From an optimization exercise on the open Yosys and OpenROAD flow, aimed at small area; shortcuts taken in it are not production practice.
Function not checked in this run: the RTL went through the layout flow alone.
Power and IR drop assume default switching activity.

==> design.v <==
module sdram_ctrl #(
    parameter CLK_FREQ_MHZ	= 100,	 
    parameter POWERUP_DELAY	= 200,	 
    parameter REFRESH_MS	= 64,	 
    parameter BURST_LENGTH	= 8,	 
    parameter ROW_WIDTH	    = 13,	 
    parameter COL_WIDTH	    = 9,	 
    parameter BA_WIDTH	    = 2,	 
    parameter tCAC		    = 2,	 
    parameter tRAC		    = 5,	 
    parameter tRP		    = 2,	 
    parameter tRC		    = 7,	 
    parameter tMRD		    = 2	     
)
(
    input			        sdram_rst,
    input			        sdram_clk,
    output	[BA_WIDTH-1:0]	ba_o,
    output		            [12:0]  a_o,
    output			        cs_n_o,
    output			        ras_n_o,
    output			        cas_n_o,
    output			        we_n_o,
    output reg	[15:0]	    dq_o,
    output reg	[1:0]	    dqm_o,
    input		[15:0]	    dq_i,
    output reg	        	dq_oe_o,
    output			        cke_o,
    output			        idle_o,
    input		[31:0]	    adr_i,
    output reg	[31:0]	    adr_o,
    input		[15:0]	    dat_i,
    output reg	[15:0]	    dat_o,
    input		[1:0]	    sel_i,
    input			        acc_i,
    output reg		        ack_o,
    input			        we_i
);
    localparam [3:0]
        INIT_POWERUP  = 4'b0000,
        INIT_PRE      = 4'b0001,
        INIT_REF      = 4'b0010,
        INIT_PGM_MODE = 4'b0011,
        READ          = 4'b0100,
        WRITE         = 4'b0101,
        ACTIVATE      = 4'b0110,
        PRE           = 4'b0111,
        IDLE          = 4'b1000,
        PRE_ALL       = 4'b1001,
        REF           = 4'b1010;
    localparam [1:0]
        N_IDLE = 2'd0,
        N_READ = 2'd1,
        N_PRE  = 2'd2,
        N_ACT  = 2'd3;
    localparam [4:0]
        CMD_NOP      = 5'b10111,
        CMD_READ     = 5'b10101,
        CMD_WRITE    = 5'b10100,
        CMD_ACT      = 5'b00011,
        CMD_PALL     = 5'b11010,
        CMD_PRE      = 5'b10010,
        CMD_REF      = 5'b00001,
        CMD_MRS      = 5'b10000;
    localparam [10:0] RC_START = 11'd243;
    reg  [3:0]			state;
    reg  [1:0]			next_state;
    reg				next_cc2;
    reg  [3:0]			cc;
    reg  [10:0]			rc;
    reg  [12:0]			row_active[3:0];
    reg  [3:0]			bank_active;
    reg  [12:0]			a;
    reg  [1:0]			ba;
    reg  [4:0]			cmd;
    reg				we_r;
    wire				a10;
    wire				a10_oe;
    wire [1:0]			curr_bank;
    wire				curr_bank_active;
    wire [12:0]			curr_row;
    wire				curr_row_active;
    assign cs_n_o = 1'b0;
    assign cke_o  = 1'b1;
    assign a_o    = a10_oe ? {a[12:11], a10, a[9:0]} : a;
    assign ba_o   = ba;
    assign {a10_oe,a10,ras_n_o,cas_n_o,we_n_o} = cmd;
    assign curr_bank = adr_i[24:23];
    assign curr_row = adr_i[22:10];
    assign curr_bank_active = bank_active[curr_bank];
    assign curr_row_active = curr_bank_active & (row_active[curr_bank] == curr_row);
    assign idle_o = state[3];
    always @(posedge sdram_clk) begin
        if (sdram_rst) begin
            dq_oe_o <= 1'b0;
            dq_o <= 0;
            dqm_o <= 2'b11;
            cmd <= CMD_NOP;
            state <= INIT_POWERUP;
            a <= 0;
            ba <= 0;
            ack_o <= 1'b0;
            cc <= 4'd15;
            rc <= 11'd285;
            bank_active <= 0;
        end else begin
            dq_oe_o <= 1'b0;
            dqm_o <= 2'b11;
            cmd <= CMD_NOP;
            ack_o <= 1'b0;
            rc <= rc + {10'd0, ~rc[10]};
            cc <= cc + 4'd1;
            case (state)
            INIT_POWERUP: begin
                rc <= rc + {10'd0, &cc};
                if (rc[10] & rc[9]) begin
                    cmd <= CMD_PALL;
                    state <= INIT_PRE;
                    cc <= 0;
                end
            end
            INIT_PRE: begin
                if (cc > 2) begin
                    cmd <= CMD_REF;
                    state <= INIT_REF;
                    cc <= 0;
                end
            end
            INIT_REF: begin
                rc <= rc + {10'd0, cc > 7};
                if (cc > 7) begin
                    cmd <= CMD_REF;
                    cc <= 0;
                end
                if (rc[2:0] == 3'd7 & cc == 4'd7) begin
                    cmd <= CMD_MRS;
                    state <= INIT_PGM_MODE;
                    ba <= 2'b00;
                    a <= 13'h0223;
                    cc <= 0;
                    rc <= RC_START;
                end
            end
            INIT_PGM_MODE: begin
                if (cc > 2)
                    state <= IDLE;
            end
            IDLE: begin
                cc <= 0;
                ba <= curr_bank;
                if (rc[10]) begin
                    rc <= RC_START;
                    if (|bank_active) begin
                        cmd <= CMD_PALL;
                        state <= PRE_ALL;
                    end else begin
                        cmd <= CMD_REF;
                        state <= REF;
                    end
                end else if (acc_i & curr_row_active) begin
                    a[12:11] <= adr_i[12:11];
                    a[9:0] <= adr_i[10:1];
                    adr_o <= adr_i;
                    if (we_i) begin
                        ack_o <= 1'b1;
                        dqm_o <= ~sel_i;
                        dq_oe_o <= 1'b1;
                        dq_o <= dat_i;
                        cmd <= CMD_WRITE;
                        state <= WRITE;
                    end else begin
                        dqm_o <= 2'b00;
                        cmd <= CMD_READ;
                        state <= READ;
                    end
                end else if (acc_i & curr_bank_active) begin
                    cmd <= CMD_PRE;
                    state <= PRE;
                    we_r <= we_i;
                end else if (acc_i) begin
                    a <= curr_row;
                    cmd <= CMD_ACT;
                    state <= ACTIVATE;
                    we_r <= we_i;
                end
            end
            REF: begin
                if (cc >= 6)
                    state <= IDLE;
            end
            PRE: begin
                if (cc >= 1) begin
                    bank_active[curr_bank] <= 1'b0;
                    a <= curr_row;
                    cmd <= CMD_ACT;
                    state <= ACTIVATE;
                    cc <= 0;
                end
            end
            PRE_ALL: begin
                if (cc >= 1) begin
                    bank_active <= 0;
                    cmd <= CMD_REF;
                    state <= REF;
                    cc <= 0;
                end
            end
            ACTIVATE: begin
                if (cc >= 2) begin
                    bank_active[curr_bank] <= 1'b1;
                    row_active[curr_bank] <= curr_row;
                    a[12:11] <= adr_i[12:11];
                    a[9:0] <= adr_i[10:1];
                    adr_o <= adr_i;
                    if (we_r) begin
                        ack_o <= 1'b1;
                        dq_oe_o <= 1'b1;
                        dq_o <= dat_i;
                        dqm_o <= ~sel_i;
                        cmd <= CMD_WRITE;
                        state <= WRITE;
                    end else begin
                        dqm_o <= 2'b00;
                        cmd <= CMD_READ;
                        state <= READ;
                    end
                    cc <= 0;
                end
            end
            READ: begin
                dqm_o <= 2'b00;
                if (cc == 0)
                    next_state <= N_IDLE;
                if (cc == 2) begin
                    ack_o <= 1'b1;
                    adr_o <= adr_i;
                end
                if (cc >= 2)
                    dat_o <= dq_i;
                if (cc > 2)
                    adr_o[3:1] <= adr_o[3:1] + 3'b1;
                if (cc >= 7 & next_state != N_READ)
                    dqm_o <= 2'b11;
                if (cc >= 7 & next_state == N_IDLE) begin
                    next_cc2 <= (cc == 7);
                    if (acc_i & curr_row_active & !we_i) begin
                        dqm_o <= 2'b00;
                        ba <= curr_bank;
                        a[12:11] <= adr_i[12:11];
                        a[9:0] <= adr_i[10:1];
                        cmd <= CMD_READ;
                        next_state <= N_READ;
                    end else if (acc_i & curr_bank_active) begin
                        we_r <= we_i;
                        cmd <= CMD_PRE;
                        next_state <= N_PRE;
                    end else if (acc_i) begin
                        we_r <= we_i;
                        a <= curr_row;
                        cmd <= CMD_ACT;
                        next_state <= N_ACT;
                    end
                end
                if (cc >= 9) begin
                    cc <= next_cc2 ? 4'd2 : 4'd1;
                    next_state <= N_IDLE;
                    case (next_state)
                    N_READ: state <= READ;
                    N_PRE:  state <= PRE;
                    N_ACT:  state <= ACTIVATE;
                    default: begin
                        state <= IDLE;
                        cc <= 0;
                        if (acc_i & curr_row_active & we_i) begin
                            ack_o <= 1'b1;
                            ba <= curr_bank;
                            a[12:11] <= adr_i[12:11];
                            a[9:0] <= adr_i[10:1];
                            adr_o <= adr_i;
                            dq_o <= dat_i;
                            dqm_o <= ~sel_i;
                            dq_oe_o <= 1'b1;
                            cmd <= CMD_WRITE;
                        end else if (acc_i & curr_row_active & !we_i) begin
                            ba <= curr_bank;
                            a[12:11] <= adr_i[12:11];
                            a[9:0] <= adr_i[10:1];
                            dqm_o <= 2'b00;
                            cmd <= CMD_READ;
                        end else if (acc_i & curr_bank_active) begin
                            we_r <= we_i;
                            cmd <= CMD_PRE;
                            state <= PRE;
                        end else if (acc_i) begin
                            we_r <= we_i;
                            a <= curr_row;
                            cmd <= CMD_ACT;
                            state <= ACTIVATE;
                        end else begin
                            cmd <= CMD_NOP;
                        end
                    end
                    endcase
                end
            end
            WRITE: begin
                cc <= 0;
                if (acc_i & curr_row_active & we_i) begin
                    ack_o <= 1'b1;
                    ba <= curr_bank;
                    a[12:11] <= adr_i[12:11];
                    a[9:0] <= adr_i[10:1];
                    adr_o <= adr_i;
                    dq_o <= dat_i;
                    dqm_o <= ~sel_i;
                    dq_oe_o <= 1'b1;
                    cmd <= CMD_WRITE;
                end else if (acc_i & curr_row_active & !we_i) begin
                    ba <= curr_bank;
                    a[12:11] <= adr_i[12:11];
                    a[9:0] <= adr_i[10:1];
                    dqm_o <= 2'b00;
                    cmd <= CMD_READ;
                    state <= READ;
                end else if (acc_i & curr_bank_active) begin
                    we_r <= we_i;
                    cmd <= CMD_PRE;
                    state <= PRE;
                end else if (acc_i) begin
                    we_r <= we_i;
                    a <= curr_row;
                    cmd <= CMD_ACT;
                    state <= ACTIVATE;
                end else begin
                    cmd <= CMD_NOP;
                    state <= IDLE;
                end
            end
            default: ;
            endcase
        end
    end
endmodule
==> run.sh <==
#!/bin/bash
# synth_recipe.tcl (not shown) runs the flow's synth.tcl, then flattens the netlist and writes it again
# the make line also repeats each setting of config.mk as NAME=value (left out here)
make -C /OpenROAD-flow-scripts/flow DESIGN_CONFIG=/design/flow/config.mk WORK_HOME=/design/flow/orfs CLKGATE_MAP_FILE= SYNTH_SCRIPT=/design/flow/synth_recipe.tcl finish
==> config.mk <==
export PLATFORM = sky130hd
export DESIGN_NAME = sdram_ctrl
export DESIGN_NICKNAME = sdram_ctrl
export VERILOG_FILES = /design/flow/design.v
export SDC_FILE = /design/flow/constraint.sdc
export NUM_CORES = 4
export LEC_CHECK = 0
export CAP_MARGIN = 20
export CORE_MARGIN = 2
export CORE_UTILIZATION = 40
export SLEW_MARGIN = 20
==> constraint.sdc <==
create_clock -name core_clock -period 10.0 [get_ports {sdram_clk}]
set_input_delay 2.0000 -clock core_clock [delete_from_list [all_inputs] [get_ports {sdram_clk}]]
set_output_delay 2.0000 -clock core_clock [all_outputs]
set_load 0.01 [all_outputs]
==> run notes <==
-- metal layers --
metal	share of wire, %	track usage (%)	up-vias
li1	-	-	3587
met1	47	32.2	3681
met2	43	32.3	382
met3	8.2	4.94	35
met4	1.6	6.68	0
met5	0	0	-
-- worst min-delay path: cells and delay by family, from the launching register on --
kind	cells	cell delay, ps
muxes	1	60
and+or+nand+nor	1	70
DFF	1	330
-- power groups by stage --
stage	Clock [mW]	Combinational [mW]	Sequential (mW)
4_1_cts	0.722	0.866	0.907
5_1_grt	0.746	0.962	0.922
2_1_floorplan	0	0.574	0.904
3_5_place_dp	0	0.860	0.921
6_report	0.708	0.882	0.908
3_3_place_gp	0	0.857	0.921
-- final timing paths --
| path | start | end | slack [ps] | depth (start not counted) |
|---|---|---|---|---|
| max | adr_i[24] | adr_o[23]$_DFFE_PP_ | 3600 | 10 |
| max reg2reg | row_active[1][2]$_DFFE_PP_ | adr_o[23]$_DFFE_PP_ | 5800 | 9 |
| min | dq_o[0]$_SDFFE_PP0P_ | dq_o[0]$_SDFFE_PP0P_ | 500 | 2 |
| min reg2reg | dq_o[0]$_SDFFE_PP0P_ | dq_o[0]$_SDFFE_PP0P_ | 500 | 2 |
-- layout by cell type (no fill, tap or decap), drive strengths merged, types with 5 or more instances in the layout --
cell	instances
o221ai	12
edfxtp	104
mux4	12
nor2	89
xnor2	14
o31a	6
nand3	26
a221oi	10
a21oi	57
o221a	6
clkbuf	17
ha	13
nor3	25
clkdlybuf4s50	155
a211oi	13
dfxtp	63
o211ai	7
mux2	31
a22oi	7
buf	21
nor2b	11
a31oi	6
and3	5
o21a	13
a221o	10
nand2b	9
a21o	6
nand2	56
nor4	5
inv	17
o21ai	53
clkinv	10
mux2i	34
xor2	16
-- registers in the layout, indices dropped and copies added, names as in the netlist, 2 cells and up --
name / count
cc: 4
bank_active: 4
rc: 11
a: 13
next_state: 2
dqm_o: 2
cmd: 5
dat_o: 16
ba: 2
row_active: 52
state: 4
dq_o: 16
adr_o: 32
-- kinds of logic after synthesis --
group | after synthesis
simple gates | 253
compound gates | 249
flops | 167
buf+inv | 88
mux | 77
xor+xnor | 30
fa+ha+maj | 13
other cells | 2
-- metrics by stage --
| step | cell area, um^2 | worst slack (ps) | power [mW] | utilization, % |
|---|---|---|---|---|
| 2_1_floorplan | 9260 | 4000 | 1.48 | - |
| 3_3_place_gp | 10900 | 2960 | 1.78 | 48.1 |
| 3_5_place_dp | 10900 | 2810 | 1.78 | 48.1 |
| 4_1_cts | 11600 | 3270 | 2.49 | 51.0 |
| 5_1_grt | 11600 | 3320 | 2.63 | 51.1 |
| 6_report | 11600 | 3600 | 2.50 | 51.1 |
-- area by class of cell --
type / count / share of cell area, %
Multi-Input combinational cell: 624 / 38.3
Sequential cell: 167 / 37.8
Clock inverter: 15 / 1.87
Tap cell: 285 / 3.07
Timing Repair Buffer: 176 / 14.9
Inverter: 12 / 0.388
Clock buffer: 17 / 3.67
==> summary.md <==
| Metric | Value |
|---|---|
| Outcome | no timing/DRC/antenna violations |
| Gr usage total | 22.0% |
| Share of cells above drive strength 1 | 10.4% |
| GPL Wtd Cong | 0.928 |
| DP Cell Count | 1,263 |
| Largest family of logic cells by synthesized area | compound AO/OA/AOI/OAI gates |
| Die H | 156 um |
| NetSw | 0.956 mW |
| Net Sw Frac | 38.3% |
| Internal Power | 1.54 mW |
| Pwr Density | 215 nW/um^2 |
| WP data arrival | 6540 ps |
| Largest net degree at the start of global routing | 47 |
| Storage element area | 4380 um^2 |
| Antenna cells | 0 |
| Clock buffer count from CTS | 17 |
| Yosys top cell by area | edfxtp_1 |
| Vias in the first global route | 7,260 |
| Asr flop ratio synth | 0% |
| CP Capture Type | register |
| GRT Residual Overflow | 0 |
| Detail Route Antenna Nets | 0 |
| Critical path's top delay family | buffers and inverters |
| Worst-margin pin slew | 1110 ps |
| Net Count, Synth | 962 |
| Critical path type | in -> reg |
| Area growth syn-to-layout | 25.3% |
| Synthesized flop and latch total | 167 |
| Drt pass-1 iters | 6 |
| Netlist cell types | 80 |
| Slowest cell on crit path | clkdlybuf4s50_1 |
| Clock Latency Late Sink | 450 ps |
| Gate power share | 35.3% |
| Yosys warning total | 1 |
| Synth Area in XOR/XNOR | 2.84% |
| Row count | 55 |
| Count leader, synth | edfxtp_1 |
| Root buf cell | clkbuf_16 |
| Post-synthesis mux area share | 10.6% |
| Final Skew | 19.6 ps |
| Initial drt markers | 862 |
| Leak | 3.91 nW |
| Initial antenna violation count | 0 |
| Core box area | 22,700 um^2 |
| Peak Freq | 156 MHz |
| Type of the worst min-delay path | reg -> reg |
| CTS Sinks | 167 |
| Starting Density | 40.8% |
| Synth Area in Simple Gates | 13.4% |
| Multi-input gate area | 4450 um^2 |
| Sequential fraction of the synthesis area | 47.3% |
| Cells along the critical path | clkdlybuf4s50_1 > mux4_2 > xor2_1 > nor4_4 > o2111a_1 > nand2_1 > nor2_1 > o21ai_0 > a21oi_4 > buf_16 |
| Cts hold-fix bufs | 0 |
| Post-synth top cells | 104 x edfxtp_1, 89 x nor2_1, 63 x dfxtp_1 |
| Die area | 24,400 um^2 |
| Via count | 7,685 |
| Ports | 159 |
| Post-Syn Instances | 879 |
| CTS tree | built |
| FILL cells | 2,091 |
| Critical Path RT | 10,140 ps |
| Share of power burned in registers | 36.4% |
| Period Utilization, post-route | 64.0% |
| Buffers & Inverters on Critical Path | 2 |
| Vias per cell | 5.93 |
| Post-synth EDFFs | 104 |
| Slowest stage delay, CP | 1090 ps |
| Max cap viols | 0 |
| Post-layout nets | 1,081 |
| Worst-path clk slew | 70 ps |
| Post-CTS setup buffers | 0 |
| Endpoints failing hold | 0 |
| Worst hold margin | 498 ps |
| Compound-Gate Fraction of Synth Area | 18.9% |
| Top cell type's share of synthesized area | 33.7% |
| Peak VDD IR | 0.0000965 V |
| Minimum clock period | 6400 ps |
| Main flop type after synthesis | edfxtp_1 |
| Syn Area/Cell | 10.5 um^2 |
| Adder-cell share of the synthesized area | 1.76% |
| DRC violations left | 0 |
| CTS max path bufs | 2 |
| Die span in x | 156 um |
| # H-tree levels | 4 |
| Area of the mapped netlist | 9260 um^2 |
| Number of buffers added on ports | 156 |
| First-pass GRT wire length | 41.7 mm |
| Area contributors post-synth | edfxtp_1 34%, dfxtp_1 14%, mux2i_1 3.7% |
| CP Max Fanout | 23 |
| Drt wl/cell | 20.7 um |
| Count of non-filler cells in the finished layout | 1,296 |
| Final setup violation count | 0 |
| Post-cts sizing count | 0 |
| Rel. slew slack | 25.7% |
| Clock network power share | 28.3% |
| Slew Viols, Final | 0 |
| Final wirelength | 26.8 mm |
| DP HPWL | 17.9 mm |
| Startpoint Class | input pin |
| RSZ-0062 raised after global routing | no |
| Setup TNS | 0 ps |

[port drivers added, routing unchanged]
No port has a modelled driver above. Below, the same layout with a new extraction and two added sets of constraints.
Step 1 (the two cells are an assumption about what drives the block):
set clk [get_ports {sdram_clk}]
set_driving_cell -lib_cell sky130_fd_sc_hd__clkbuf_16 $clk
set_driving_cell -lib_cell sky130_fd_sc_hd__buf_2 [delete_from_list [all_inputs] $clk]
Step 2 also shifts input and output timing later by t, the mid clock arrival at the registers, as if the neighbouring blocks saw the same clock.
Three values: no drivers, after step 1, after step 2; two values: the first two.
t, ns: 0.483
setup slack, ns: 3.605 / 3.624 / 3.141
hold slack, ns: 0.498 / 0.498 / 0.498
After both steps setup and hold are still met in this run. For this run, drivers alone change the setup slack by +0.019 ns; drivers and shift together by -0.464 ns.
